This design comes from an exercise in tuning for small area and a short achievable clock period on the open sky130 flow, not from production work.
Function was not checked in any run shown here: the RTL went through the layout flow alone.
Power and IR drop assume default switching activity.

--- flow/config.mk ---
export PLATFORM = sky130hd
export DESIGN_NAME = ml_demodulator
export DESIGN_NICKNAME = ml_demodulator
export VERILOG_FILES = /design/flow/design.v
export SDC_FILE = /design/flow/constraint.sdc
export NUM_CORES = 8
export LEC_CHECK = 0
export CAP_MARGIN = 20
export CORE_MARGIN = 2
export CORE_UTILIZATION = 60
export PLACE_DENSITY = 0.7
export SETUP_SLACK_MARGIN = 5
export SLEW_MARGIN = 20
--- flow/constraint.sdc ---
create_clock -name core_clock -period 11.0 [get_ports {i_clk}]
set_input_delay 2.2000 -clock core_clock [delete_from_list [all_inputs] [get_ports {i_clk}]]
set_output_delay 2.2000 -clock core_clock [all_outputs]
set_load 0.01 [all_outputs]
--- flow/design.v ---
module ml_demodulator_lane #(parameter LANE = 0) (
    input             clk,
    input             bwe,         
    input             rb,          
    input             sen,         
    input      [1:0]  sk,          
    input      [1:0]  sp,          
    input      [12:0] eo,          
    input      [10:0] t_s, t_c,    
    input      [10:0] dpos, dneg,  
    input      [1:0]  sel_j,       
    output reg [5:0]  s_out,
    output     [10:0] p1,
    output     [7:0]  s1
);
    wire e_l4 = eo[12], e_c1 = eo[11], e_c2 = eo[10], e_c3 = eo[9], e_c4 = eo[8], e_c5 = eo[7];
    wire e_d1 = eo[6], e_d2 = eo[5], e_d3 = eo[4], e_mrg = eo[3], e_cb = eo[2], e_it = eo[1], e_c31 = eo[0];
    reg  [10:0] s_temp [0:3];
    reg  [10:0] min_PED_1st, min_PED_2nd, min_PED_3rd, min_PED_temp, min_PED_temp2;
    reg  [1:0]  d1_76, d2_76, d3_76;
    reg  [3:0]  d1_h, d2_h, d3_h, dt_h, dt2_h;      
    reg         d1_0, d2_0, d3_0, dt_0, dt2_0;      
    wire [7:0]  s_fianl_1st   = {d1_76, d1_h, LANE[0], d1_0};
    wire [7:0]  s_fianl_2nd   = {d2_76, d2_h, LANE[0], d2_0};
    wire [7:0]  s_fianl_3rd   = {d3_76, d3_h, LANE[0], d3_0};
    wire [7:0]  s_final_temp  = {2'b00, dt_h, LANE[0], dt_0};
    wire [7:0]  s_final_temp2 = {2'b00, dt2_h, LANE[0], dt2_0};
    assign p1 = min_PED_1st;
    assign s1 = s_fianl_1st;
    always @(*) begin
        case (sel_j)
            2'd0: s_out = s_fianl_1st[5:0];
            2'd1: s_out = s_fianl_2nd[5:0];
            default: s_out = s_fianl_3rd[5:0];
        endcase
    end
    reg [10:0] b_s, b_c;
    always @(posedge clk) if (bwe) begin b_s <= t_s; b_c <= t_c; end
    wire [10:0] rx = rb ? dneg : dpos;
    wire [10:0] e  = b_s + b_c + ~rx + 11'd1;
    reg  [10:0] er;
    always @(posedge clk) er <= e;
    wire [9:0]  u = er[9:0];
    wire [19:0] sq_diag;
    genvar gi;
    generate
        for (gi = 0; gi < 10; gi = gi + 1) begin : g_diag
            assign sq_diag[2*gi] = u[gi];
            assign sq_diag[2*gi+1] = (gi == 5) ? er[10] : 1'b0;    
        end
    endgenerate
    wire [19:0] sq_r0 = ({10'd0, u[9:1] & {9{u[0]}}} << 2);
    wire [19:0] sq_r1 = ({10'd0, u[9:2] & {8{u[1]}}} << 4);
    wire [19:0] sq_r2 = ({10'd0, u[9:3] & {7{u[2]}}} << 6);
    wire [19:0] sq_r3 = ({10'd0, u[9:4] & {6{u[3]}}} << 8);
    wire [19:0] sq_r4 = ({10'd0, u[9:5] & {5{u[4]}}} << 10);
    wire [19:0] sq_r5 = ({10'd0, u[9:6] & {4{u[5]}}} << 12);
    wire [19:0] sq_r6 = ({10'd0, u[9:7] & {3{u[6]}}} << 14);
    wire [19:0] sq_r7 = ({10'd0, u[9:8] & {2{u[7]}}} << 16);
    wire [19:0] sq_r8 = ({10'd0, u[9:9] & {1{u[8]}}} << 18);
    wire [19:0] sq_sg = er[10] ? {~u[8:0], 11'd0} : 20'd0;
    wire [19:0] sqt_s1 = sq_diag ^ sq_r0 ^ sq_r1;
    wire [19:0] sqt_m1 = (sq_diag & sq_r0) | (sq_diag & sq_r1) | (sq_r0 & sq_r1);
    wire [19:0] sqt_c1 = {sqt_m1[18:0], 1'b0};
    wire [19:0] sqt_s2 = sq_r2 ^ sq_r3 ^ sq_r4;
    wire [19:0] sqt_m2 = (sq_r2 & sq_r3) | (sq_r2 & sq_r4) | (sq_r3 & sq_r4);
    wire [19:0] sqt_c2 = {sqt_m2[18:0], 1'b0};
    wire [19:0] sqt_s3 = sq_r5 ^ sq_r6 ^ sq_r7;
    wire [19:0] sqt_m3 = (sq_r5 & sq_r6) | (sq_r5 & sq_r7) | (sq_r6 & sq_r7);
    wire [19:0] sqt_c3 = {sqt_m3[18:0], 1'b0};
    wire [19:0] sqt_s4 = sqt_s1 ^ sqt_c1 ^ sqt_s2;
    wire [19:0] sqt_m4 = (sqt_s1 & sqt_c1) | (sqt_s1 & sqt_s2) | (sqt_c1 & sqt_s2);
    wire [19:0] sqt_c4 = {sqt_m4[18:0], 1'b0};
    wire [19:0] sqt_s5 = sqt_c2 ^ sqt_s3 ^ sqt_c3;
    wire [19:0] sqt_m5 = (sqt_c2 & sqt_s3) | (sqt_c2 & sqt_c3) | (sqt_s3 & sqt_c3);
    wire [19:0] sqt_c5 = {sqt_m5[18:0], 1'b0};
    wire [19:0] sqt_s6 = sqt_s4 ^ sqt_c4 ^ sqt_s5;
    wire [19:0] sqt_m6 = (sqt_s4 & sqt_c4) | (sqt_s4 & sqt_s5) | (sqt_c4 & sqt_s5);
    wire [19:0] sqt_c6 = {sqt_m6[18:0], 1'b0};
    wire [19:0] sqt_s7 = sqt_c5 ^ sq_r8 ^ sq_sg;
    wire [19:0] sqt_m7 = (sqt_c5 & sq_r8) | (sqt_c5 & sq_sg) | (sq_r8 & sq_sg);
    wire [19:0] sqt_c7 = {sqt_m7[18:0], 1'b0};
    wire [19:0] sqt_s8 = sqt_s6 ^ sqt_c6 ^ sqt_s7;
    wire [19:0] sqt_m8 = (sqt_s6 & sqt_c6) | (sqt_s6 & sqt_s7) | (sqt_c6 & sqt_s7);
    wire [19:0] sqt_c8 = {sqt_m8[18:0], 1'b0};
    wire [19:0] sqt_s9 = sqt_s8 ^ sqt_c8 ^ sqt_c7;
    wire [19:0] sqt_m9 = (sqt_s8 & sqt_c8) | (sqt_s8 & sqt_c7) | (sqt_c8 & sqt_c7);
    wire [19:0] sqt_c9 = {sqt_m9[18:0], 1'b0};
    wire [9:0] sq_lo = {1'b0, sqt_s9[8:0]} + {1'b0, sqt_c9[8:0]};
    reg  [10:0] q_s, q_c;
    reg         q_ci;
    always @(posedge clk) begin
        q_s  <= sqt_s9[19:9];
        q_c  <= sqt_c9[19:9];
        q_ci <= sq_lo[9];
    end
    reg  [10:0] pa;
    always @(*) begin
        case (sp)
            2'd0: pa = 11'd0;
            2'd1: pa = min_PED_1st;
            2'd2: pa = min_PED_2nd;
            default: pa = min_PED_3rd;
        endcase
    end
    wire [10:0] a1 = sk[1] ? (sk[0] ? s_temp[1] : s_temp[0]) : pa;
    wire [10:0] a2 = sk[0] ? s_temp[3] : s_temp[2];
    wire [10:0] x1s = a1 ^ q_s ^ q_c;
    wire [10:0] x1m = (a1 & q_s) | (a1 & q_c) | (q_s & q_c);
    wire [10:0] x2s = a2 ^ q_s ^ q_c;
    wire [10:0] x2m = (a2 & q_s) | (a2 & q_c) | (q_s & q_c);
    wire [10:0] o1 = x1s + {x1m[9:0], 1'b0} + {10'd0, q_ci};
    wire [10:0] o2 = x2s + {x2m[9:0], 1'b0} + {10'd0, q_ci};
    always @(posedge clk) if (sen) begin
        case (sk)
            2'd0: begin s_temp[0] <= o1; s_temp[1] <= o1; end
            2'd1: begin s_temp[2] <= o1; s_temp[3] <= o1; end
            2'd2: begin s_temp[0] <= o1; s_temp[2] <= o2; end
            default: begin s_temp[1] <= o1; s_temp[3] <= o2; end
        endcase
    end
    wire lt01 = s_temp[0] < s_temp[1], lt02 = s_temp[0] < s_temp[2], lt03 = s_temp[0] < s_temp[3];
    wire lt12 = s_temp[1] < s_temp[2], lt13 = s_temp[1] < s_temp[3], lt23 = s_temp[2] < s_temp[3];
    wire eq01 = s_temp[0] == s_temp[1], eq02 = s_temp[0] == s_temp[2], eq03 = s_temp[0] == s_temp[3];
    wire eq12 = s_temp[1] == s_temp[2], eq13 = s_temp[1] == s_temp[3], eq23 = s_temp[2] == s_temp[3];
    wire lt10 = ~lt01 & ~eq01, lt20 = ~lt02 & ~eq02, lt30 = ~lt03 & ~eq03;
    wire lt21 = ~lt12 & ~eq12, lt31 = ~lt13 & ~eq13, lt32 = ~lt23 & ~eq23;
    reg [1:0] C1_1st, C1_3rd, C1_temp;
    always @(*) begin
        C1_1st = 2'd0; C1_3rd = 2'd0; C1_temp = 2'd0;
        if(lt01 && lt02 && lt03)
        begin
        C1_1st = 2'd0;
        if(lt13 && lt23)
        begin
        C1_3rd = 2'd1;
        C1_temp = 2'd2;
        end
        else if(lt12 && lt32)
        begin
        C1_3rd = 2'd1;
        C1_temp = 2'd3;
        end
        else
        begin
        C1_3rd = 2'd2;
        C1_temp = 2'd3;
        end
        end
        else if(lt10 && lt12 && lt13)
        begin
        C1_1st = 2'd1;
        if(lt03 && lt23)
        begin
        C1_3rd = 2'd0;
        C1_temp = 2'd2;
        end
        else if(lt02 && lt32)
        begin
        C1_3rd = 2'd0;
        C1_temp = 2'd3;
        end
        else
        begin
        C1_3rd = 2'd2;
        C1_temp = 2'd3;
        end
        end
        else if(lt20 && lt21 && lt23)
        begin
        C1_1st = 2'd2;
        if(lt03 && lt13)
        begin
        C1_3rd = 2'd0;
        C1_temp = 2'd1;
        end
        else if(lt10 && lt03)
        begin
        C1_3rd = 2'd1;
        C1_temp = 2'd3;
        end
        else
        begin
        C1_3rd = 2'd0;
        C1_temp = 2'd3;
        end
        end
        else
        begin
        C1_1st = 2'd3;
        if(lt02 && lt12)
        begin
        C1_3rd = 2'd0;
        C1_temp = 2'd1;
        end
        else if(lt01 && lt21)
        begin
        C1_3rd = 2'd0;
        C1_temp = 2'd2;
        end
        else
        begin
        C1_3rd = 2'd2;
        C1_temp = 2'd1;
        end
        end
    end
    reg [1:0] C2_2nd, C2_temp2;
    always @(*) begin
        C2_2nd = 2'd0; C2_temp2 = 2'd0;
        if(lt01 && lt02 && lt03)
        begin
        C2_2nd = 2'd0;
        if(lt12 && lt13)
        begin
        C2_temp2 = 2'd1;
        end
        else if(lt21 && lt23)
        begin
        C2_temp2 = 2'd2;
        end
        else
        begin
        C2_temp2 = 2'd3;
        end
        end
        else if(lt10 && lt12 && lt13)
        begin
        C2_2nd = 2'd1;
        if(lt02 && lt03)
        begin
        C2_temp2 = 2'd0;
        end
        else if(lt20 && lt23)
        begin
        C2_temp2 = 2'd2;
        end
        else
        begin
        C2_temp2 = 2'd3;
        end
        end
        else if(lt20 && lt21 && lt23)
        begin
        C2_2nd = 2'd2;
        if(lt01 && lt03)
        begin
        C2_temp2 = 2'd0;
        end
        else if(lt10 && lt13)
        begin
        C2_temp2 = 2'd1;
        end
        else
        begin
        C2_temp2 = 2'd3;
        end
        end
        else
        begin
        C2_2nd = 2'd3;
        if(lt01 && lt02)
        begin
        C2_temp2 = 2'd0;
        end
        else if(lt10 && lt12)
        begin
        C2_temp2 = 2'd1;
        end
        else
        begin
        C2_temp2 = 2'd2;
        end
        end
    end
    reg [1:0] C3_1st, C3_temp;
    always @(*) begin
        C3_1st = 2'd0; C3_temp = 2'd0;
        if(lt01 && lt02 && lt03)
        begin
        C3_1st = 2'd0;
        if(lt12 && lt13)
        begin
        C3_temp = 2'd1;
        end
        else if(lt21 && lt23)
        begin
        C3_temp = 2'd2;
        end
        else
        begin
        C3_temp = 2'd3;
        end
        end
        else if(lt10 && lt12 && lt13)
        begin
        C3_1st = 2'd1;
        if(lt02 && lt03)
        begin
        C3_temp = 2'd0;
        end
        else if(lt20 && lt23)
        begin
        C3_temp = 2'd2;
        end
        else
        begin
        C3_temp = 2'd3;
        end
        end
        else if(lt20 && lt21 && lt23)
        begin
        C3_1st = 2'd2;
        if(lt01 && lt03)
        begin
        C3_temp = 2'd0;
        end
        else if(lt10 && lt13)
        begin
        C3_temp = 2'd1;
        end
        else
        begin
        C3_temp = 2'd3;
        end
        end
        else
        begin
        C3_1st = 2'd3;
        if(lt01 && lt02)
        begin
        C3_temp = 2'd0;
        end
        else if(lt10 && lt12)
        begin
        C3_temp = 2'd1;
        end
        else
        begin
        C3_temp = 2'd2;
        end
        end
    end
    reg [1:0] C4_2nd, C4_temp2;
    always @(*) begin
        C4_2nd = 2'd0; C4_temp2 = 2'd0;
        if(lt01 && lt02 && lt03)
        begin
        C4_2nd = 2'd0;
        if(lt12 && lt13)
        begin
        C4_temp2 = 2'd1;
        end
        else if(lt21 && lt23)
        begin
        C4_temp2 = 2'd2;
        end
        else
        begin
        C4_temp2 = 2'd3;
        end
        end
        else if(lt10 && lt12 && lt13)
        begin
        C4_2nd = 2'd1;
        if(lt02 && lt03)
        begin
        C4_temp2 = 2'd0;
        end
        else if(lt20 && lt23)
        begin
        C4_temp2 = 2'd2;
        end
        else
        begin
        C4_temp2 = 2'd3;
        end
        end
        else if(lt20 && lt21 && lt23)
        begin
        C4_2nd = 2'd2;
        if(lt01 && lt03)
        begin
        C4_temp2 = 2'd0;
        end
        else if(lt10 && lt13)
        begin
        C4_temp2 = 2'd1;
        end
        else
        begin
        C4_temp2 = 2'd3;
        end
        end
        else
        begin
        C4_2nd = 2'd3;
        if(lt01 && lt02)
        begin
        C4_temp2 = 2'd0;
        end
        else if(lt10 && lt12)
        begin
        C4_temp2 = 2'd1;
        end
        else
        begin
        C4_temp2 = 2'd2;
        end
        end
    end
    reg [1:0] C5_3rd, C5_temp2;
    always @(*) begin
        C5_3rd = 2'd0; C5_temp2 = 2'd0;
        if(lt01 && lt02 && lt03)
        begin
        C5_3rd = 2'd0;
        if(lt12 && lt13)
        begin
        C5_temp2 = 2'd1;
        end
        else if(lt21 && lt23)
        begin
        C5_temp2 = 2'd2;
        end
        else
        begin
        C5_temp2 = 2'd3;
        end
        end
        else if(lt10 && lt12 && lt13)
        begin
        C5_3rd = 2'd1;
        if(lt02 && lt03)
        begin
        C5_temp2 = 2'd0;
        end
        else if(lt20 && lt23)
        begin
        C5_temp2 = 2'd2;
        end
        else
        begin
        C5_temp2 = 2'd3;
        end
        end
        else if(lt20 && lt21 && lt23)
        begin
        C5_3rd = 2'd2;
        if(lt01 && lt03)
        begin
        C5_temp2 = 2'd0;
        end
        else if(lt10 && lt13)
        begin
        C5_temp2 = 2'd1;
        end
        else
        begin
        C5_temp2 = 2'd3;
        end
        end
        else
        begin
        C5_3rd = 2'd3;
        if(lt01 && lt02)
        begin
        C5_temp2 = 2'd0;
        end
        else if(lt10 && lt12)
        begin
        C5_temp2 = 2'd1;
        end
        else
        begin
        C5_temp2 = 2'd2;
        end
        end
    end
    reg [1:0] D1_1st;
    always @(*) begin
        D1_1st = 2'd0;
        if(lt01 && lt02 && lt03)
        begin
        D1_1st = 2'd0;
        end
        else if(lt10 && lt12 && lt13)
        begin
        D1_1st = 2'd1;
        end
        else if(lt20 && lt21 && lt23)
        begin
        D1_1st = 2'd2;
        end
        else
        begin
        D1_1st = 2'd3;
        end
    end
    reg [1:0] D2_2nd;
    always @(*) begin
        D2_2nd = 2'd0;
        if(lt01 && lt02 && lt03)
        begin
        D2_2nd = 2'd0;
        end
        else if(lt10 && lt12 && lt13)
        begin
        D2_2nd = 2'd1;
        end
        else if(lt20 && lt21 && lt23)
        begin
        D2_2nd = 2'd2;
        end
        else
        begin
        D2_2nd = 2'd3;
        end
    end
    reg [1:0] D3_3rd;
    always @(*) begin
        D3_3rd = 2'd0;
        if(lt01 && lt02 && lt03)
        begin
        D3_3rd = 2'd0;
        end
        else if(lt10 && lt12 && lt13)
        begin
        D3_3rd = 2'd1;
        end
        else if(lt20 && lt21 && lt23)
        begin
        D3_3rd = 2'd2;
        end
        else
        begin
        D3_3rd = 2'd3;
        end
    end
    wire [1:0] iM  = e_l4 ? (LANE ? 2'd2 : 2'd0) : C1_1st;
    wire [1:0] iX2 = e_l4 ? (LANE ? 2'd3 : 2'd1) : (e_c1 ? C1_3rd : C2_temp2);
    wire [1:0] iX3 = C1_temp;
    wire       ps1 = e_c1 | e_c3 | e_d1;
    wire       ps2 = e_c2 | e_c4 | e_d2;
    wire [4:0] par = ps1 ? {d1_h, d1_0} : (ps2 ? {d2_h, d2_0} : {d3_h, d3_0});
    wire       f32 = e_c1 | e_c2;        
    wire [10:0] vM  = s_temp[iM];
    wire [10:0] vX2 = s_temp[iX2];
    wire [10:0] vX3 = s_temp[iX3];
    wire [4:0]  nM  = f32 ? {par[4:3], iM,  par[0]} : {iM,  par[2:1], par[0]};
    wire [4:0]  nX2 = f32 ? {par[4:3], iX2, par[0]} : {iX2, par[2:1], par[0]};
    wire [4:0]  nX3 = {par[4:3], iX3, par[0]};
    wire        mIT = e_it;
    wire        mCB = e_cb;
    wire [10:0] mA = min_PED_1st, mB = min_PED_2nd;
    wire [10:0] mC = mIT ? min_PED_temp : min_PED_3rd;
    wire [10:0] mT = mCB ? min_PED_temp : min_PED_temp2;
    wire [4:0]  mS = mCB ? {dt_h, dt_0} : {dt2_h, dt2_0};
    wire gAB = mB < mA, gAC = mC < mA, gBC = mC < mB;
    wire eAB = mA == mB, eAC = mA == mC, eBC = mB == mC;
    wire gBA = ~gAB & ~eAB, gCA = ~gAC & ~eAC, gCB = ~gBC & ~eBC;
    wire amax = gAB & gAC, bmax = gBA & gBC, cmax = gCA & gCB;
    wire repA = amax & (mT < mA);
    wire repB = ~amax & bmax & (mT < mB);
    wire repC = ~amax & ~bmax & cmax & (mT < mC);
    wire c31a = gAB & gCB;            
    wire c31b = ~c31a & gAC & gBC;    
    wire mg   = e_mrg & ~e_c31;
    wire rA   = mg & repA, rB = mg & repB, rC3 = mg & repC & ~mIT, rCT = mg & repC & mIT;
    wire c3a  = e_c31 & c31a, c3b = e_c31 & c31b;
    wire p1m  = e_l4 | e_c1 | e_c3 | e_d1;
    wire p2m  = e_c2 | e_c4 | e_d2;
    wire p3m  = e_c5 | e_d3;
    wire s1n  = e_c1 | e_c3;
    wire s2n  = e_c2 | e_c4;
    wire t2x  = e_c2 | e_c4 | e_c5;
    wire en1  = p1m | rA | c3a | c3b;
    wire en2  = p2m | e_l4 | rB;
    wire en3  = p3m | e_c1 | rC3;
    wire enT  = e_c1 | e_c3 | rCT;
    wire [10:0] nP1 = ({11{p1m}} & vM) | ({11{rA}} & mT) | ({11{c3a}} & min_PED_2nd) | ({11{c3b}} & min_PED_3rd);
    wire [10:0] nP2 = ({11{p2m}} & vM) | ({11{e_l4}} & vX2) | ({11{rB}} & mT);
    wire [10:0] nP3 = ({11{p3m}} & vM) | ({11{e_c1}} & vX2) | ({11{rC3}} & mT);
    wire [10:0] nPT = ({11{e_c1}} & vX3) | ({11{e_c3}} & vX2) | ({11{rCT}} & mT);
    wire [4:0]  nS1 = ({5{s1n}} & nM) | ({5{rA}} & mS) | ({5{c3a}} & {d2_h, d2_0}) | ({5{c3b}} & {d3_h, d3_0});
    wire [4:0]  nS2 = ({5{s2n}} & nM) | ({5{e_l4}} & 5'b00001) | ({5{rB}} & mS);
    wire [4:0]  nS3 = ({5{e_c5}} & nM) | ({5{e_c1}} & nX2) | ({5{rC3}} & mS);
    wire [4:0]  nST = ({5{e_c1}} & nX3) | ({5{e_c3}} & nX2) | ({5{rCT}} & mS);
    wire [1:0]  n76 = ({2{e_d1}} & iM) | ({2{c3a}} & d2_76) | ({2{c3b}} & d3_76);
    always @(posedge clk) begin
        if (en1) min_PED_1st <= nP1;
        if (en2) min_PED_2nd <= nP2;
        if (en3) min_PED_3rd <= nP3;
        if (enT) min_PED_temp <= nPT;
        if (t2x) min_PED_temp2 <= vX2;
        if (e_l4 | s1n | rA | c3a | c3b) {d1_h, d1_0} <= nS1;
        if (e_l4 | s2n | rB) {d2_h, d2_0} <= nS2;
        if (e_c5 | e_c1 | rC3) {d3_h, d3_0} <= nS3;
        if (enT) {dt_h, dt_0} <= nST;
        if (t2x) {dt2_h, dt2_0} <= nX2;
        if (e_d1 | c3a | c3b) d1_76 <= n76;
        if (e_d2) d2_76 <= iM;
        if (e_d3) d3_76 <= iM;
    end
endmodule
module ml_demodulator(
    i_clk,
    i_reset,
    i_trig,
    i_y_hat,
    i_r,
    i_rd_rdy,
    o_rd_vld,
    o_llr,
    o_hard_bit
);
    input i_clk;
    input i_reset;
    input i_trig;
    input [159:0] i_y_hat;
    input [319:0] i_r;
    input i_rd_rdy;
    output o_rd_vld;
    output [7:0] o_llr;
    output o_hard_bit;
    reg [10:0] y4i, y4r, y3i, y3r, y2i, y2r, y1i, y1r;
    reg [10:0] ch [0:15];
    reg       busy;
    reg [5:0] cyc;
    always @(posedge i_clk or posedge i_reset) begin
        if (i_reset) begin
            busy <= 1'b0;
            cyc  <= 6'd0;
        end else if (i_trig) begin
            busy <= 1'b1;
            cyc  <= 6'd0;
        end else if (busy) begin
            cyc  <= cyc + 6'd1;
            if (cyc == 6'd57) busy <= 1'b0;
        end
    end
    reg [30-1:0] cw_next, cw;
    always @(*) begin
        cw_next = 30'h300000;
        if (busy) begin
            case (cyc)
            6'd0: cw_next = 30'h2400000;
            6'd1: cw_next = 30'h1780000;
            6'd2: cw_next = 30'h3040000;
            6'd3: cw_next = 30'hd0000;
            6'd4: cw_next = 30'h10360000;
            6'd5: cw_next = 30'h12070000;
            6'd6: cw_next = 30'h11182000;
            6'd7: cw_next = 30'h13044000;
            6'd8: cw_next = 30'h141d4000;
            6'd9: cw_next = 30'h16064000;
            6'd10: cw_next = 30'h151f4000;
            6'd11: cw_next = 30'h17049000;
            6'd12: cw_next = 30'h4d8000;
            6'd13: cw_next = 30'h668000;
            6'd14: cw_next = 30'h878000;
            6'd15: cw_next = 30'ha00800;
            6'd16: cw_next = 30'h200010;
            6'd17: cw_next = 30'h18;
            6'd18: cw_next = 30'h0;
            6'd19: cw_next = 30'h20100000;
            6'd20: cw_next = 30'h22c00000;
            6'd21: cw_next = 30'h21f80000;
            6'd22: cw_next = 30'h23044000;
            6'd23: cw_next = 30'h241d4000;
            6'd24: cw_next = 30'h26064000;
            6'd25: cw_next = 30'h251f4000;
            6'd26: cw_next = 30'h27048400;
            6'd27: cw_next = 30'h281d8000;
            6'd28: cw_next = 30'h2a068000;
            6'd29: cw_next = 30'h291f8000;
            6'd30: cw_next = 30'h2b04c200;
            6'd31: cw_next = 30'h4dc014;
            6'd32: cw_next = 30'h66c014;
            6'd33: cw_next = 30'h87c014;
            6'd34: cw_next = 30'ha00100;
            6'd35: cw_next = 30'h200010;
            6'd36: cw_next = 30'h18;
            6'd37: cw_next = 30'h0;
            6'd38: cw_next = 30'h30100000;
            6'd39: cw_next = 30'h32000000;
            6'd40: cw_next = 30'h31180000;
            6'd41: cw_next = 30'h33044000;
            6'd42: cw_next = 30'h341d4000;
            6'd43: cw_next = 30'h36064000;
            6'd44: cw_next = 30'h351f4000;
            6'd45: cw_next = 30'h37048080;
            6'd46: cw_next = 30'h381d8000;
            6'd47: cw_next = 30'h3a068000;
            6'd48: cw_next = 30'h391f8000;
            6'd49: cw_next = 30'h3b04c040;
            6'd50: cw_next = 30'hdc000;
            6'd51: cw_next = 30'h6c000;
            6'd52: cw_next = 30'h7c000;
            6'd53: cw_next = 30'h20;
            6'd54: cw_next = 30'h12;
            6'd55: cw_next = 30'h0;
            6'd56: cw_next = 30'h1;
            6'd57: cw_next = 30'h300000;
                default: cw_next = 30'h300000;
            endcase
        end
    end
    always @(posedge i_clk) cw <= cw_next;
    wire [1:0] k_lay = cw[29:28];
    wire [1:0] k_j = cw[27:26];
    wire [0:0] k_lane = cw[25:25];
    wire [0:0] k_part = cw[24:24];
    wire [2:0] k_slot = cw[23:21];
    wire [0:0] k_bwe = cw[20:20];
    wire [0:0] k_rb = cw[19:19];
    wire [0:0] k_sen = cw[18:18];
    wire [1:0] k_sk = cw[17:16];
    wire [1:0] k_sp = cw[15:14];
    wire [12:0] k_eo = cw[13:1];
    wire [0:0] k_fin = cw[0:0];
    reg [19:0] cwp;     
    always @(posedge i_clk) cwp <= {k_bwe, k_rb, k_sen, k_sk, k_sp, k_eo};
    wire [10:0] cx = ch[0];
    wire [10:0] cx1 = {cx[10], cx[10:1]};
    wire [10:0] cx3 = {{3{cx[10]}}, cx[10:3]};
    wire [10:0] cx4 = {{4{cx[10]}}, cx[10:4]};
    wire [10:0] cpos = cx1 + cx3 + cx4;
    wire [1:0]  ccor = {1'b0, ~cx[0]} + {1'b0, ~|cx[2:0]} + {1'b0, ~|cx[3:0]};
    wire        cmin = (cx == 11'h400);
    wire [10:0] cneg = cmin ? cpos : (~cx1 + ~cx3 + ~cx4 + {9'd0, ccor});
    reg [10:0] dP, dN, f1rP, f1rN, f1iP, f1iN;
    wire [10:0] f3rP = ch[12], f3rN = ch[13], f3iP = ch[14], f3iN = ch[15];
    always @(posedge i_clk) begin
        case (k_slot)
            3'd1: begin dP   <= cpos; dN   <= cneg; end
            3'd2: begin f1rP <= cpos; f1rN <= cneg; end
            3'd3: begin f1iP <= cpos; f1iN <= cneg; end
            default: ;
        endcase
    end
    wire       ch_sh = (k_slot != 3'd0);
    wire       ch_tail = ch_sh & (cyc < 6'd6);
    integer ci;
    always @(posedge i_clk) begin
        if (~busy) begin
        ch[0] <= i_r[319:309];    
        ch[1] <= i_r[279:269];    
        ch[2] <= i_r[299:289];    
        ch[3] <= i_r[179:169];    
        ch[4] <= i_r[239:229];    
        ch[5] <= i_r[259:249];    
        ch[6] <= i_r[139:129];    
        ch[7] <= i_r[159:149];    
        ch[8] <= i_r[79:69];    
        ch[9] <= i_r[39:29];    
        ch[10] <= i_r[59:49];    
        ch[11] <= i_r[199:189];    
        ch[12] <= i_r[219:209];    
        ch[13] <= i_r[99:89];    
        ch[14] <= i_r[119:109];    
        ch[15] <= i_r[19:9];    
        end else begin
            if (ch_sh) for (ci = 0; ci < 12; ci = ci + 1) ch[ci] <= ch[ci + 1];
            if (k_slot == 3'd6) begin ch[12] <= cpos; ch[13] <= cneg; end
            else if (k_slot == 3'd7) begin ch[14] <= cpos; ch[15] <= cneg; end
            else if (ch_tail) for (ci = 12; ci < 15; ci = ci + 1) ch[ci] <= ch[ci + 1];
        end
    end
    always @(posedge i_clk) begin
        if (~busy) begin
            y4i <= i_y_hat[159:149]; y4r <= i_y_hat[139:129];
            y3i <= i_y_hat[119:109]; y3r <= i_y_hat[ 99: 89];
            y2i <= i_y_hat[ 79: 69]; y2r <= i_y_hat[ 59: 49];
            y1i <= i_y_hat[ 39: 29]; y1r <= i_y_hat[ 19:  9];
        end else begin
            if (k_slot == 3'd4) begin y4r <= cpos; y3r <= cneg; end
            if (k_slot == 3'd5) begin y4i <= cpos; y3i <= cneg; end
        end
    end
    wire [10:0] f2rP = y4r, f2iP = y4i, f2rN = y3r, f2iN = y3i;
    reg [5:0] tf2_next, tf2;
    always @(*) begin
        tf2_next = 6'h2;
        if (busy) begin
            case (cyc)
                6'd0: tf2_next = 6'h1;
                6'd1: tf2_next = 6'h3;
                6'd2: tf2_next = 6'h0;
                6'd3: tf2_next = 6'h10;
                6'd4: tf2_next = 6'h12;
                6'd5: tf2_next = 6'h11;
                6'd6: tf2_next = 6'h13;
                6'd7: tf2_next = 6'h14;
                6'd8: tf2_next = 6'h16;
                6'd9: tf2_next = 6'h15;
                6'd10: tf2_next = 6'h17;
                6'd11: tf2_next = 6'h0;
                6'd12: tf2_next = 6'h0;
                6'd13: tf2_next = 6'h0;
                6'd14: tf2_next = 6'h0;
                6'd15: tf2_next = 6'h0;
                6'd16: tf2_next = 6'h0;
                6'd17: tf2_next = 6'h0;
                6'd18: tf2_next = 6'h20;
                6'd19: tf2_next = 6'h22;
                6'd20: tf2_next = 6'h21;
                6'd21: tf2_next = 6'h23;
                6'd22: tf2_next = 6'h24;
                6'd23: tf2_next = 6'h26;
                6'd24: tf2_next = 6'h25;
                6'd25: tf2_next = 6'h27;
                6'd26: tf2_next = 6'h28;
                6'd27: tf2_next = 6'h2a;
                6'd28: tf2_next = 6'h29;
                6'd29: tf2_next = 6'h2b;
                6'd30: tf2_next = 6'h0;
                6'd31: tf2_next = 6'h0;
                6'd32: tf2_next = 6'h0;
                6'd33: tf2_next = 6'h0;
                6'd34: tf2_next = 6'h0;
                6'd35: tf2_next = 6'h0;
                6'd36: tf2_next = 6'h0;
                6'd37: tf2_next = 6'h30;
                6'd38: tf2_next = 6'h32;
                6'd39: tf2_next = 6'h31;
                6'd40: tf2_next = 6'h33;
                6'd41: tf2_next = 6'h34;
                6'd42: tf2_next = 6'h36;
                6'd43: tf2_next = 6'h35;
                6'd44: tf2_next = 6'h37;
                6'd45: tf2_next = 6'h38;
                6'd46: tf2_next = 6'h3a;
                6'd47: tf2_next = 6'h39;
                6'd48: tf2_next = 6'h3b;
                6'd49: tf2_next = 6'h0;
                6'd50: tf2_next = 6'h0;
                6'd51: tf2_next = 6'h0;
                6'd52: tf2_next = 6'h0;
                6'd53: tf2_next = 6'h0;
                6'd54: tf2_next = 6'h0;
                6'd55: tf2_next = 6'h0;
                6'd56: tf2_next = 6'h0;
                6'd57: tf2_next = 6'h2;
                default: tf2_next = 6'h2;
            endcase
        end
    end
    always @(posedge i_clk) tf2 <= tf2_next;
    wire [1:0] n_lay = tf2[5:4];
    wire [1:0] n_j = tf2[3:2];
    wire       n_lane = tf2[1];
    wire       n_part = tf2[0];
    wire [5:0] s_n, s_p;
    wire [5:0] ns = (n_lay == 2'd1) ? {4'd0, n_lane, n_j[0]} : (n_lane ? s_p : s_n);
    wire ng1 = (n_lay != 2'd0), ng2 = n_lay[1], ng3 = (n_lay == 2'd3);
    reg  a1s, b1s, a2s, b2s, a3s, b3s, g1, g2, g3;
    always @(posedge i_clk) begin
        a1s <= n_part ? ns[0] : ns[1];
        b1s <= n_part ? ns[1] : ns[0];
        a2s <= n_part ? ns[2] : ns[3];
        b2s <= n_part ? ns[3] : ns[2];
        a3s <= n_part ? ns[4] : ns[5];
        b3s <= n_part ? ns[5] : ns[4];
        g1 <= ng1; g2 <= ng2; g3 <= ng3;
    end
    wire [10:0] va1 = {11{g1}} & (a1s ? f1rN : f1rP);
    wire [10:0] vb1 = {11{g1}} & (b1s ? f1iN : f1iP);
    wire [10:0] va2 = {11{g2}} & (a2s ? f2rN : f2rP);
    wire [10:0] vb2 = {11{g2}} & (b2s ? f2iN : f2iP);
    wire [10:0] va3 = {11{g3}} & (a3s ? f3rN : f3rP);
    wire [10:0] vb3 = {11{g3}} & (b3s ? f3iN : f3iP);
    reg  [10:0] t_y;
    always @(*) begin
        case ({k_lay, k_part})
            3'b000: t_y = y4r; 3'b001: t_y = y4i;
            3'b010: t_y = y3r; 3'b011: t_y = y3i;
            3'b100: t_y = y2r; 3'b101: t_y = y2i;
            3'b110: t_y = y1r; default: t_y = y1i;
        endcase
    end
    wire [10:0] t_a1 = ~va1, t_a2 = ~va2, t_a3 = ~va3;
    wire [10:0] t_b1 = k_part ? ~vb1 : vb1;
    wire [10:0] t_b2 = k_part ? ~vb2 : vb2;
    wire [10:0] t_b3 = k_part ? ~vb3 : vb3;
    wire [10:0] t_k  = k_part ? 11'd6 : 11'd3;
    wire [10:0] trt_s10 = t_y ^ t_a1 ^ t_a2;
    wire [10:0] trt_m10 = (t_y & t_a1) | (t_y & t_a2) | (t_a1 & t_a2);
    wire [10:0] trt_c10 = {trt_m10[9:0], 1'b0};
    wire [10:0] trt_s11 = t_a3 ^ t_b1 ^ t_b2;
    wire [10:0] trt_m11 = (t_a3 & t_b1) | (t_a3 & t_b2) | (t_b1 & t_b2);
    wire [10:0] trt_c11 = {trt_m11[9:0], 1'b0};
    wire [10:0] trt_s12 = trt_s10 ^ trt_c10 ^ trt_s11;
    wire [10:0] trt_m12 = (trt_s10 & trt_c10) | (trt_s10 & trt_s11) | (trt_c10 & trt_s11);
    wire [10:0] trt_c12 = {trt_m12[9:0], 1'b0};
    wire [10:0] trt_s13 = trt_c11 ^ t_b3 ^ t_k;
    wire [10:0] trt_m13 = (trt_c11 & t_b3) | (trt_c11 & t_k) | (t_b3 & t_k);
    wire [10:0] trt_c13 = {trt_m13[9:0], 1'b0};
    wire [10:0] trt_s14 = trt_s12 ^ trt_c12 ^ trt_s13;
    wire [10:0] trt_m14 = (trt_s12 & trt_c12) | (trt_s12 & trt_s13) | (trt_c12 & trt_s13);
    wire [10:0] trt_c14 = {trt_m14[9:0], 1'b0};
    wire [10:0] trt_s15 = trt_s14 ^ trt_c14 ^ trt_c13;
    wire [10:0] trt_m15 = (trt_s14 & trt_c14) | (trt_s14 & trt_c13) | (trt_c14 & trt_c13);
    wire [10:0] trt_c15 = {trt_m15[9:0], 1'b0};
    wire [10:0] p1_n, p1_p;
    wire [7:0]  s1_n, s1_p;
    ml_demodulator_lane #(.LANE(0)) lane_n (
        .clk(i_clk), .bwe(k_bwe & ~k_lane), .rb(k_rb), .sen(k_sen), .sk(k_sk), .sp(k_sp), .eo(k_eo),
        .t_s(trt_s15), .t_c(trt_c15), .dpos(dP), .dneg(dN),
        .sel_j(n_j), .s_out(s_n), .p1(p1_n), .s1(s1_n));
    ml_demodulator_lane #(.LANE(1)) lane_p (
        .clk(i_clk), .bwe(cwp[19] & k_lane), .rb(cwp[18]), .sen(cwp[17]), .sk(cwp[16:15]), .sp(cwp[14:13]), .eo(cwp[12:0]),
        .t_s(trt_s15), .t_c(trt_c15), .dpos(dP), .dneg(dN),
        .sel_j(n_j), .s_out(s_p), .p1(p1_p), .s1(s1_p));
    wire        fin  = busy & k_fin;
    wire        win  = (p1_n < p1_p);
    wire [7:0]  w_m  = win ? p1_n[8:1] : p1_p[8:1];
    wire [7:0]  w_s  = win ? s1_n : s1_p;
    reg  [7:0]  q_m [0:14];
    reg  [7:0]  q_sb [0:14];
    reg  [3:0]  wp, rp, cnt;
    reg  [2:0]  oi;
    reg         vld, pnd;
    reg  [7:0]  llr;
    wire        full = (cnt == 4'd15);
    wire        wr   = (fin | pnd) & ~full;
    always @(posedge i_clk) if (wr) begin
        q_m[wp]  <= w_m;
        q_sb[wp] <= w_s;
    end
    wire [7:0] h_m  = q_m[rp];
    wire [7:0] h_s  = q_sb[rp];
    wire       h_b  = h_s[~oi];
    wire [7:0] h_l  = h_b ? (h_m - 8'h7f) : (8'h7f - h_m);
    wire       free = ~vld | i_rd_rdy;
    wire       avail = (cnt != 4'd0);
    wire       pop  = free & avail;
    wire       done = pop & (oi == 3'd7);
    always @(posedge i_clk or posedge i_reset) begin
        if (i_reset) begin
            wp <= 4'd0; rp <= 4'd0; cnt <= 4'd0; oi <= 3'd0; vld <= 1'b0; pnd <= 1'b0;
        end else begin
            if (wr) wp <= (wp == 4'd14) ? 4'd0 : wp + 4'd1;
            if (done) rp <= (rp == 4'd14) ? 4'd0 : rp + 4'd1;
            cnt <= cnt + {3'd0, wr} - {3'd0, done};
            pnd <= (fin | pnd) & full;
            if (pop) oi <= oi + 3'd1;
            if (free) vld <= avail;
        end
    end
    always @(posedge i_clk) if (pop) llr <= h_l;
    assign o_rd_vld   = vld;
    assign o_llr      = llr;
    assign o_hard_bit = llr[7];
endmodule
--- flow/flow/run.sh ---
#!/bin/bash
set -euo pipefail
cd "$(dirname "$0")/.."
bash standard.sh synth > flow_synth.log 2>&1
bash standard.sh SETUP_SLACK_MARGIN=7.0 \
  'CTS_ARGS=-sink_clustering_enable -repair_clock_nets -dont_use_dummy_load' \
  finish > flow_layout.log 2>&1
--- flow/standard.sh ---
#!/bin/bash
# synth_recipe.tcl (not shown) runs the flow's synth.tcl, then flattens the netlist and writes it again
# the make line also repeats each setting of config.mk as NAME=value (left out here)
make -C /OpenROAD-flow-scripts/flow DESIGN_CONFIG=/design/flow/config.mk WORK_HOME=/design/flow/orfs CLKGATE_MAP_FILE= SYNTH_SCRIPT=/design/flow/synth_recipe.tcl "${@:-finish}"
==> results of run 1 <==
worst paths after layout:
kind | start | to | slack [ns] | cells after the start
max | cw[28] | lane_n.b_s[10] | 6.97 | 15
min | cw[20] | cwp[19] | 0.38 | 0
max reg2reg | cw[28] | lane_n.b_s[10] | 6.97 | 15
min reg2reg | cw[20] | cwp[19] | 0.38 | 0
max in group asynchronous | i_reset | rp[0] | 8.75 | 3
min in group asynchronous | i_reset | busy | 1.92 | 3
metal layers:
metal | vias up | global-route usage, %
li1 | 20500 | -
met1 | 21900 | 42.7
met2 | 1914 | 52.0
met3 | 350 | 4.29
met4 | 2 | 10.4
met5 | - | 0
final cells by class:
cell class,instances,share of cell area [%]
well taps,1380,2.36
multi-input cells,3535,43.1
inverters,555,2.87
clock buffers,109,3.73
repair buffers,585,7.47
diodes,7,0.0239
flip-flops and latches,1033,40.5
flip-flops by register name (all words and copies together) (netlist names), 20 cells and up:
register / count
lane_n.s_temp: 44
lane_p.s_temp: 44
cw: 28
ch: 176
q_sb: 120
q_m: 120
cwp: 20
worst max-delay path, delay by kind of cell, from the launching register on:
| kind | cells | cell delay, ns |
|---|---|---|
| fa+ha+maj | 3 | 1.32 |
| xor+xnor | 6 | 1.03 |
| compound gates | 3 | 0.60 |
| flops | 1 | 0.40 |
| mux | 1 | 0.19 |
| buf+inv | 1 | 0.17 |
| simple gates | 1 | 0.05 |
through the flow:
| step | cell area, µm² | utilization [%] | std cells | total power [mW] |
|---|---|---|---|---|
| floorplan | 62900 | - | 5345 | 13.7 |
| global placement | 67200 | 64.7 | 6852 | 17.2 |
| detailed placement | 67200 | 64.7 | 6852 | 17.5 |
| CTS | 71400 | 68.8 | 7066 | 21.2 |
| global route | 73200 | 70.5 | 7203 | 23.4 |
| finish | 73200 | 70.5 | 7204 | 22.0 |
cells by family after synthesis:
kind of cell / after synthesis
AOI/OAI and AO/OA: 1165
DFF: 1033
and+or+nand+nor: 1027
buffers and inverters: 780
adders and majority gates: 665
muxes: 551
xor gates and xnor gates: 124
timing repair:
item	in CTS	in global routing
setup endpoints to repair	422	303
gates cloned	3	9
gates resized for setup	197	182
pin swaps	75	96
setup buffers	102	121
power groups by stage:
| stage | registers [mW] | clock network, mW | logic [mW] |
|---|---|---|---|
| floorplan | 6.16 | 0 | 7.55 |
| global placement | 6.42 | 0 | 10.8 |
| detailed placement | 6.44 | 0 | 11.0 |
| CTS | 6.35 | 3.15 | 11.7 |
| global route | 6.40 | 3.28 | 13.7 |
| finish | 6.33 | 3.11 | 12.5 |
synth_stat cells, types with 21 or more instances:
cell,number,area share [%]
a21oi_1,262,2.1
a31oi_1,23,0.23
nand4_1,36,0.36
dfrtp_1,24,0.96
inv_1,549,3.3
a211oi_1,35,0.42
a22oi_1,62,0.74
o21ai_0,342,2.7
edfxtp_1,878,42
a21boi_0,26,0.31
a222oi_1,33,0.53
dfxtp_1,131,4.2
o21a_1,73,0.87
buf_1,27,0.16
nand2_1,353,2.1
nand3_1,49,0.39
fa_1,184,5.9
and2_1,94,0.94
nor2b_1,82,0.82
nor2_1,242,1.4
xor2_1,25,0.35
o221ai_1,33,0.46
o211ai_1,21,0.25
mux2_2,258,4.6
mux4_2,89,3.2
a221o_1,46,0.73
clkbuf_1,178,1.1
ha_1,481,9.6
o22ai_1,27,0.27
xnor2_1,99,1.4
mux2i_1,204,3.2
nor3_1,41,0.33
a21o_1,53,0.63
==> qor.yml, run 1 <==
finalSetupViolCount: 0
cp_max_fo: 15
relSlewSlack_pct: 28.2
ios: 494
setup_tns_ns: 0
top_layer_used: "met5"
cts_tree: "built"
p_seq_share_pct: 28.8
clock_latency_ns: 0.70
avgSynthCellArea_um2: 11.8
vias_per_cell: 6.19
synth-seq-cells: 1033
coreArea_um2: 104000
synth-adder-area-share_pct: 15.4
slew_viol_final: 0
cpMaxStageDelayCell: "fa_1"
clkSinkCount: 1033
hold_class: "reg2reg"
cpMostUsedCell: "xnor2_1"
postRouteAntennaNets: 0
final_cell_mix: "edfxtp_1, inv_1, ha_1, nand2_1, o21ai_0"
cts_root_buf: "clkbuf_16"
ys_seq_area_share_pct: 47.1
grt_pass1_vias: 44300
worst_slack_ns: 6.97
yosysWarnings: 6
p_sw_share_pct: 41.6
drt-wirelength-per-cell_um: 24.0
clockPowerShare_pct: 14.2
cts.reportedPaths.clkPinSlew_ns: 0.06
grt_max_degree: 133
dieHeight_um: 328
wl_met3_um: 12300
synth_enable_flop_cells: 878
gr-usage-all-layers_pct: 31.3
wl_um: 173000
drive_gt1_share_pct: 18.1
syn_area_um2: 62900
final.period_utilization_pct: 36.6
hold_viol_final: 0
initial_utilization_pct: 60.6
final_common_cell: "edfxtp_1"
critPathLaunchType: "flip-flop"
async_flop_share_pct: 2.32
ys_types: 92
fin_skew_ns: 0.0578
cts_buffers: 109
multi_input_area_um2: 31600
synth_xor_xnor_area_share_pct: 1.73
post_synth_mux_area_share_pct: 11.1
power.internal_mw: 12.8
die-area_um2: 107000
wl_met2_um: 83400
p_leak_nw: 29.2
ys.flop_type: "edfxtp_1"
crit_required_ns: 11.42
finalCriticalPeriod_ns: 4.03
p_sw_mw: 9.14
met1_length_um: 70700
drv_cap: 0
synth_simple_gate_area_share_pct: 7.85
io_buffers: 277
crit_path_end_kind: "flip-flop"
firstDrtPassIters: 8
comb_power_share_pct: 57.0
cts_max_path_buffers: 3
syn_nets: 6494
gp_congestion: 0.927
dp_slack_ns: 5.18
slowest_delay_ns: 0.49
status: "no timing/DRC/antenna violations"
hpwlAfterDp_um: 123000
p_per_area_nw_per_um2: 300
fillers: 7507
holdWs_ns: 0.381
netlist_instances: 5345
vias: 44600
fmax_mhz: 248
synthToLayoutAreaGrowth_pct: 16.4
hold_buffers: 0
synth_compound_area_share_pct: 12.1
fp-row-count: 118
tightest_slew_ns: 1.08
fp.dieW_um: 328
path_class: "reg2reg"
grt_overflow: 0
crit_chain: "buf_12 > mux2i_1 > nor2_1 > a311oi_1 > a21oi_1 > o22ai_2 > fa_1 > fa_1 > fa_2 > xor2_2 > xnor2_2 > xnor2_1 > xnor2_1 > xnor2_1 > xnor2_2"
nNetsFinal: 6968
irDropWorstVdd_uv: 413
drtIter0Drc: 4307
seq_area_um2: 29600
rsz0062_at_grt: "true"
antenna_found_initial: 7
h-tree-depth: 3
drcViolationCount: 0
arrival_ns: 4.45
grt_pass1_wl_um: 259000
synth_top_family_by_area: "adder cells"
==> inputs of run 2 (changes only) <==
--- a/flow/config.mk
+++ b/flow/config.mk
@@ -7,7 +7,7 @@
 export LEC_CHECK = 0
 export CAP_MARGIN = 20
 export CORE_MARGIN = 2
-export CORE_UTILIZATION = 60
-export PLACE_DENSITY = 0.7
+export CORE_UTILIZATION = 70
+export PLACE_DENSITY = 0.8
 export SETUP_SLACK_MARGIN = 5
 export SLEW_MARGIN = 20
==> run 2 against run 1 <==
Register-to-register slack got worse by 0.11 ns. Hold slack got worse by 0.035 ns. Fmax fell by 2.6%. Area after synthesis did not move. Cell area fell by 0.82%. Clock skew rose by 0.018 ns. Power rose by 1.4%. Critical path type unchanged. Largest cell class unchanged. Largest power group unchanged.
==> qor.yml, run 2 <==
grt_pass1_wl_um: 267000
ys_types: 92
min_from: "tf2[5]"
firstDrtPassIters: 10
grt_overflow: 0
wl_um: 180000
finalCriticalPeriod_ns: 4.14
slew_viol_final: 0
reg2regPathDepth: 13
drive_gt1_share_pct: 17.4
yosys.area.top_type_share_pct: 41.9
arrival_ns: 4.54
r2r-start: "lane_n.s_temp[2][10]"
hold_viol_final: 0
cts_tree: "built"
vias: 46400
path_class: "reg2reg"
grt_max_degree: 180
crit_required_ns: 11.40
irDropWorstVdd_uv: 396
hold_class: "reg2reg"
clkSinkCount: 1033
fp-row-count: 109
async_flop_share_pct: 2.32
worst_slack_ns: 6.86
finalNonFillerCells: 6946
die-area_um2: 92200
crit_path_end_kind: "flip-flop"
initial_utilization_pct: 70.9
cp_max_fo: 6
syn_nets: 6494
synth-adder-area-share_pct: 15.4
h-tree-depth: 3
final_common_cell: "edfxtp_1"
p_leak_nw: 28.9
synth_top_cell_by_area: "edfxtp_1"
worst_r2r_endpoint: "lane_n.min_PED_temp[5]"
grt_pass1_vias: 45800
drcViolationCount: 0
synth_top_family_by_area: "adder cells"
rsz0062_at_grt: "true"
ys.flop_type: "edfxtp_1"
r2r_slack_ns: 6.86
drtIter0Drc: 6082
status: "no timing/DRC/antenna violations"
setup_tns_ns: 0
cts_root_buf: "clkbuf_16"
post_synth_mux_area_share_pct: 11.1
gr-usage-all-layers_pct: 37.5
power.internal_mw: 12.9
yosysMostFrequentCell: "edfxtp_1"
fillers: 5064
fin_skew_ns: 0.0761
synth_compound_area_share_pct: 12.1
dp_cells: 6635
drt-wirelength-per-cell_um: 26.0
cts_max_path_buffers: 3
critPathLaunchType: "flip-flop"
gp_congestion: 0.958
synthToLayoutAreaGrowth_pct: 15.5
largest-register: "ch"
relSlewSlack_pct: 26.6
p_seq_share_pct: 28.5
cts.reportedPaths.clkPinSlew_ns: 0.06
p_sw_share_pct: 42.2
synth_simple_gate_area_share_pct: 7.85
reg_top3: "ch: 176 flops, q_m: 120 flops, q_sb: 120 flops"
holdPathStages: 0
largest_reg_flops: 176
final_cell_mix: "edfxtp_1, inv_1, ha_1, nand2_1, o21ai_0"
fmax_mhz: 242
synth_area_leaders: "edfxtp_1, ha_1, fa_1, mux2_2, dfxtp_1"
synth_xor_xnor_area_share_pct: 1.73
nNetsFinal: 6923
dieHeight_um: 304
syn_area_um2: 62900
ys_top_cells_by_count: "edfxtp_1, inv_1, ha_1"
dp_slack_ns: 5.27
final.period_utilization_pct: 37.6
p_per_area_nw_per_um2: 307
ys_seq_area_share_pct: 47.1
synth_enable_flop_cells: 878
drv_cap: 0
hpwlAfterDp_um: 124000
hold_path_end: "g2"
synth-seq-cells: 1033
cts_buffers: 105
ios: 494
clockPowerShare_pct: 13.7
tightest_slew_ns: 1.10
clock_latency_ns: 0.71
postRouteAntennaNets: 0
io_buffers: 277
fp.dieW_um: 304
comb_power_share_pct: 57.8
avgSynthCellArea_um2: 11.8
vias_per_cell: 6.68
antenna_found_initial: 15
p_sw_mw: 9.39
coreArea_um2: 88600
yosysWarnings: 6
netlist_instances: 5345
finalSetupViolCount: 0
==> run 2: cell counts after synthesis <==
Identical to the previous run, type by type.
==> run 2: cell type report <==
type                    count  area (µm²)  share of cell area [%]
inverters                 555        2090                    2.88
well taps                1165        1460                    2.01
multi-input cells        3537       31700                    43.6
flip-flops and latches   1033       29600                    40.8
clock buffers             105        2630                    3.62
repair buffers            542        5100                    7.02
diodes                      9        22.5                  0.0310
==> run 2: worst max path at each step <==
stage                          start                      to  slack [ns]  depth (start not counted)
3_5_place_dp     lane_n.s_temp[3][6]  lane_n.min_PED_temp[2]        5.27                         11
4_1_cts        lane_p.min_PED_1st[1]              q_m[11][1]        6.84                         11
5_1_grt          lane_n.s_temp[0][4]  lane_n.min_PED_temp[0]        6.79                         13
2_1_floorplan                 cw[24]           lane_n.b_s[5]        7.02                         11
3_3_place_gp     lane_n.s_temp[3][5]  lane_n.min_PED_temp[2]        5.29                         11
6_report        lane_n.s_temp[2][10]  lane_n.min_PED_temp[5]        6.86                         13
==> run 2: power by group through the flow <==
stage	logic [mW]	clock network (mW)	registers (mW)
after floorplan	7.55	0	6.16
after global placement	10.6	0	6.41
after detailed placement	11.0	0	6.44
after CTS	11.7	3.06	6.33
after global routing	13.9	3.21	6.41
final	12.9	3.06	6.34
==> run 2: worst max-delay path, cell delays in order, from the launching register on <==
cell and delay (ns):
edfxtp_1 0.53, ha_4 0.34, nand4_1 0.22, a211oi_4 0.34, a2111o_1 0.31, o31ai_2 0.13
a311oi_1 0.25, a41oi_1 0.11, a32oi_2 0.28, a21boi_4 0.24, buf_12 0.14, buf_8 0.14
mux4_2 0.52, a221o_1 0.32
==> run 2: what timing repair did <==
item,CTS,global route
setup buffers,105,80
gates resized for setup,196,188
hold buffers,0,0
pin swaps,73,94
endpoints found under the setup margin,503,354
gates cloned,2,9
==> run 2: layer usage <==
metal  global-route usage (%)  part of all wire (%)  vias to the layer above
met4                     17.3                   5.4                        4
met2                     62.5                    48                     2887
li1                         -                     -                    20400
met1                     48.9                    37                    22500
met3                     5.39                   9.3                      630
met5                        0                 0.013                        -
==> run 2: per-stage QoR <==
step | cell area [µm²] | power (mW) | util, % | hold WS, ns
final | 72600 | 22.3 | 81.9 | 0.346
after global routing | 72600 | 23.6 | 81.9 | 0.358
after CTS | 71000 | 21.1 | 80.1 | 0.345
after detailed placement | 66900 | 17.4 | 75.5 | 0.334
after global placement | 66900 | 17.0 | 75.5 | 0.338
after floorplan | 62900 | 13.7 | - | 0.324
==> run 2: cell families (layout without fill, tap and decap cells) <==
kind of cell,after synthesis,count (layout)
muxes,551,551
adders and majority gates,665,665
buffers and inverters,780,1202
xor gates and xnor gates,124,124
DFF,1033,1033
AOI/OAI and AO/OA,1165,1165
and+or+nand+nor,1027,1032
other,0,9
==> inputs of run 3 (changes only) <==
==> flow/flow/run.sh (replaced) <==
#!/bin/bash
set -euo pipefail
cd "$(dirname "$0")/.."
bash standard.sh synth > flow_synth.log 2>&1
bash standard.sh SETUP_SLACK_MARGIN=7.2 \
  'CTS_ARGS=-sink_clustering_enable -repair_clock_nets -dont_use_dummy_load' \
  finish > flow_layout.log 2>&1
--- a/flow/config.mk
+++ b/flow/config.mk
@@ -7,7 +7,7 @@
 export LEC_CHECK = 0
 export CAP_MARGIN = 20
 export CORE_MARGIN = 2
-export CORE_UTILIZATION = 70
-export PLACE_DENSITY = 0.8
+export CORE_UTILIZATION = 60
+export PLACE_DENSITY = 0.7
 export SETUP_SLACK_MARGIN = 5
 export SLEW_MARGIN = 20
==> run 3 against run 2 <==
Fmax grew 1.6%. Routed wire length shrank 3.0%. Power grew 2.7%. Critical endpoint is now lane_p.b_s[10]. Largest cell class unchanged. Highest routed layer is now met4.
==> qor.yml, run 3 <==
cts.reportedPaths.clkPinSlew_ns: 0.05
cts_buffers: 110
io_buffers: 277
postRouteAntennaNets: 0
grt_overflow: 0
nNetsFinal: 7041
finalSetupViolCount: 0
gp_congestion: 0.933
vias: 45200
drcViolationCount: 0
drt-wirelength-per-cell_um: 24.0
fin_skew_ns: 0.0877
reg_top3: "ch: 176 flops, q_m: 120 flops, q_sb: 120 flops"
die-area_um2: 107000
tightest_slew_ns: 1.22
r2r-start: "cw[29]"
syn_nets: 6494
avgSynthCellArea_um2: 11.8
ys_seq_area_share_pct: 47.1
crit_required_ns: 11.45
clkSinkCount: 1033
synthToLayoutAreaGrowth_pct: 19.0
cts_tree: "built"
fp-row-count: 118
grt_pass1_wl_um: 262000
wl_um: 175000
syn_area_um2: 62900
finalCriticalPeriod_ns: 4.07
final_common_cell: "edfxtp_1"
final_cell_mix: "edfxtp_1, inv_1, ha_1, nand2_1, buf_4"
hold_class: "reg2reg"
critPathLaunchType: "flip-flop"
grt_max_degree: 206
slew_viol_final: 0
hold_viol_final: 0
yosysMostFrequentCell: "edfxtp_1"
reg2regPathDepth: 15
ys.flop_type: "edfxtp_1"
p_sw_share_pct: 41.6
cp_max_fo: 3
irDropWorstVdd_uv: 456
fin_util_pct: 72.1
fmax_mhz: 245
drive_gt1_share_pct: 21.3
coreArea_um2: 104000
ys_top_cells_by_count: "edfxtp_1, inv_1, ha_1"
p_leak_nw: 29.7
yosys.area.top_type_share_pct: 41.9
ys_types: 92
clock_latency_ns: 0.73
p_sw_mw: 9.50
rsz0062_at_grt: "true"
h-tree-depth: 3
status: "no timing/DRC/antenna violations"
cts_max_path_buffers: 3
relSlewSlack_pct: 17.8
firstDrtPassIters: 8
hpwlAfterDp_um: 123000
path_class: "reg2reg"
crit_path_end_kind: "flip-flop"
synth-seq-cells: 1033
final.period_utilization_pct: 37.0
setup_tns_ns: 0
netlist_instances: 5345
largest-register: "ch"
synth_area_leaders: "edfxtp_1, ha_1, fa_1, mux2_2, dfxtp_1"
worst_r2r_endpoint: "lane_p.b_s[10]"
async_flop_share_pct: 2.32
arrival_ns: 4.53
cts_root_buf: "clkbuf_16"
r2r_slack_ns: 6.93
p_per_area_nw_per_um2: 305
dieHeight_um: 328
vias_per_cell: 6.21
drv_cap: 0
comb_power_share_pct: 58.7
drtIter0Drc: 4909
p_seq_share_pct: 27.6
yosysWarnings: 6
crit_end: "lane_p.b_s[10]"
clockPowerShare_pct: 13.7
synth_enable_flop_cells: 878
cp-startpoint: "cw[29]"
antenna_found_initial: 6
synth_top_cell_by_area: "edfxtp_1"
gr-usage-all-layers_pct: 31.7
initial_utilization_pct: 60.6
ios: 494
grt_pass1_vias: 45100
fp.dieW_um: 328
power.internal_mw: 13.4
largest_reg_flops: 176
-- run 3: cell types whose count changed in the layout (fill, tap and decap cells not counted), sizes merged, moves of 2 or more --
cell	change
buf	+110
bufbuf	+3
clkbuf	+6
clkdlybuf4s50	-4
clkinvlp	+2
diode	-3
dlygate4sd2	+4
inv	-3
-- run 3: worst min path at each step --
stage / slack (ns) / endpoint / start / depth (start not counted)
after floorplan: 0.32 / cwp[19] / cw[20] / 0
after global placement: 0.33 / cwp[19] / cw[20] / 0
after detailed placement: 0.34 / cwp[19] / cw[20] / 0
after CTS: 0.35 / g2 / tf2[5] / 0
after global routing: 0.36 / cwp[19] / cw[20] / 0
final: 0.35 / cwp[19] / cw[20] / 0
-- run 3: repair_timing --
action,CTS,global route
pin swaps,108,110
hold endpoints to repair,0,0
buffers inserted,196,93
setup endpoints to repair,544,392
gates resized for setup,331,243
cloned,8,9
hold buffers,0,0
-- run 3: critical path, cell delays in order (launching register included) --
cell and delay (ns):
dfxtp_4 0.35, buf_12 0.14, mux2_4 0.30, a221oi_2 0.23, a31oi_1 0.08, a221oi_1 0.23
a21o_1 0.16, fa_2 0.46, fa_2 0.38, fa_2 0.41, xor2_4 0.18, xnor2_2 0.16
xnor2_1 0.22, xnor2_1 0.11, xnor2_1 0.25, xnor2_2 0.14
-- run 3: area by class of cell --
cell class	count	area (µm²)
multi-input combinational	3536	32300
antenna	6	15.0
clock buffer	110	2750
tap	1380	1730
inverter	555	2110
timing repair buffer	656	6270
sequential	1033	29600
fill	7162	28900
-- run 3: logic make-up after synthesis --
family	Yosys count	synth area share [%]
DFF	1033	47.1
AOI/OAI and AO/OA	1165	12.1
and+or+nand+nor	1027	7.85
adders and majority gates	665	15.4
xor gates and xnor gates	124	1.73
buffers and inverters	780	4.74
muxes	551	11.1
-- run 3: power groups by stage --
stage	Combinational (mW)	Clock, mW	Sequential (mW)
CTS	12.3	3.16	6.32
floorplan	7.58	0	6.16
detailed placement	11.0	0	6.45
global placement	10.8	0	6.42
global route	14.6	3.30	6.39
finish	13.4	3.12	6.32
-- run 3: through the flow --
| stage | cell area (µm²) | power (mW) | worst slack [ns] | hold WS, ns | instances |
|---|---|---|---|---|---|
| 5_1_grt | 74900 | 24.3 | 6.81 | 0.360 | 7274 |
| 6_report | 74900 | 22.9 | 6.93 | 0.354 | 7276 |
| 3_3_place_gp | 67300 | 17.2 | 5.23 | 0.335 | 6851 |
| 2_1_floorplan | 63100 | 13.7 | 7.20 | 0.324 | 5345 |
| 3_5_place_dp | 67300 | 17.5 | 5.15 | 0.336 | 6853 |
| 4_1_cts | 73000 | 21.8 | 6.86 | 0.348 | 7167 |
-- run 3: per-layer routing --
layer	vias up	part of all wire (%)	wire, µm	track usage [%]
met2	1961	48	84600	52.8
li1	20700	-	-	-
met3	364	7.2	12600	4.23
met5	-	0	0	0
met4	0	3.4	5970	10.2
met1	22200	41	71700	43.3

-- static timing again, ports no longer ideal --
In the flow no input, the clock included, has a driving cell. The finished layouts below were timed again as built, in two steps.
Step 1, drivers: a clkbuf_16 drives i_clk and a buf_2 each remaining input, both assumed.
Step 2, shift: input delay + t, output delay - t, t = (earliest + latest rising clock arrival at the registers) / 2. This alone moves slack from input paths to output paths.
Three values: no drivers, after step 1, after step 2; two values: the first two.
run	t (ns)	setup WS [ns]	worst setup path after step 2
run 1	0.754	6.969 / 6.969 / 6.632	input to register
run 2	0.749	6.862 / 6.862 / 6.491	input to register
run 3	0.760	6.925 / 6.925 / 6.731	input to register
After both steps every run listed still meets setup and hold. The setup slack of run 2, which loses most, moves by 0.000 ns with the drivers and by -0.371 ns with both steps.
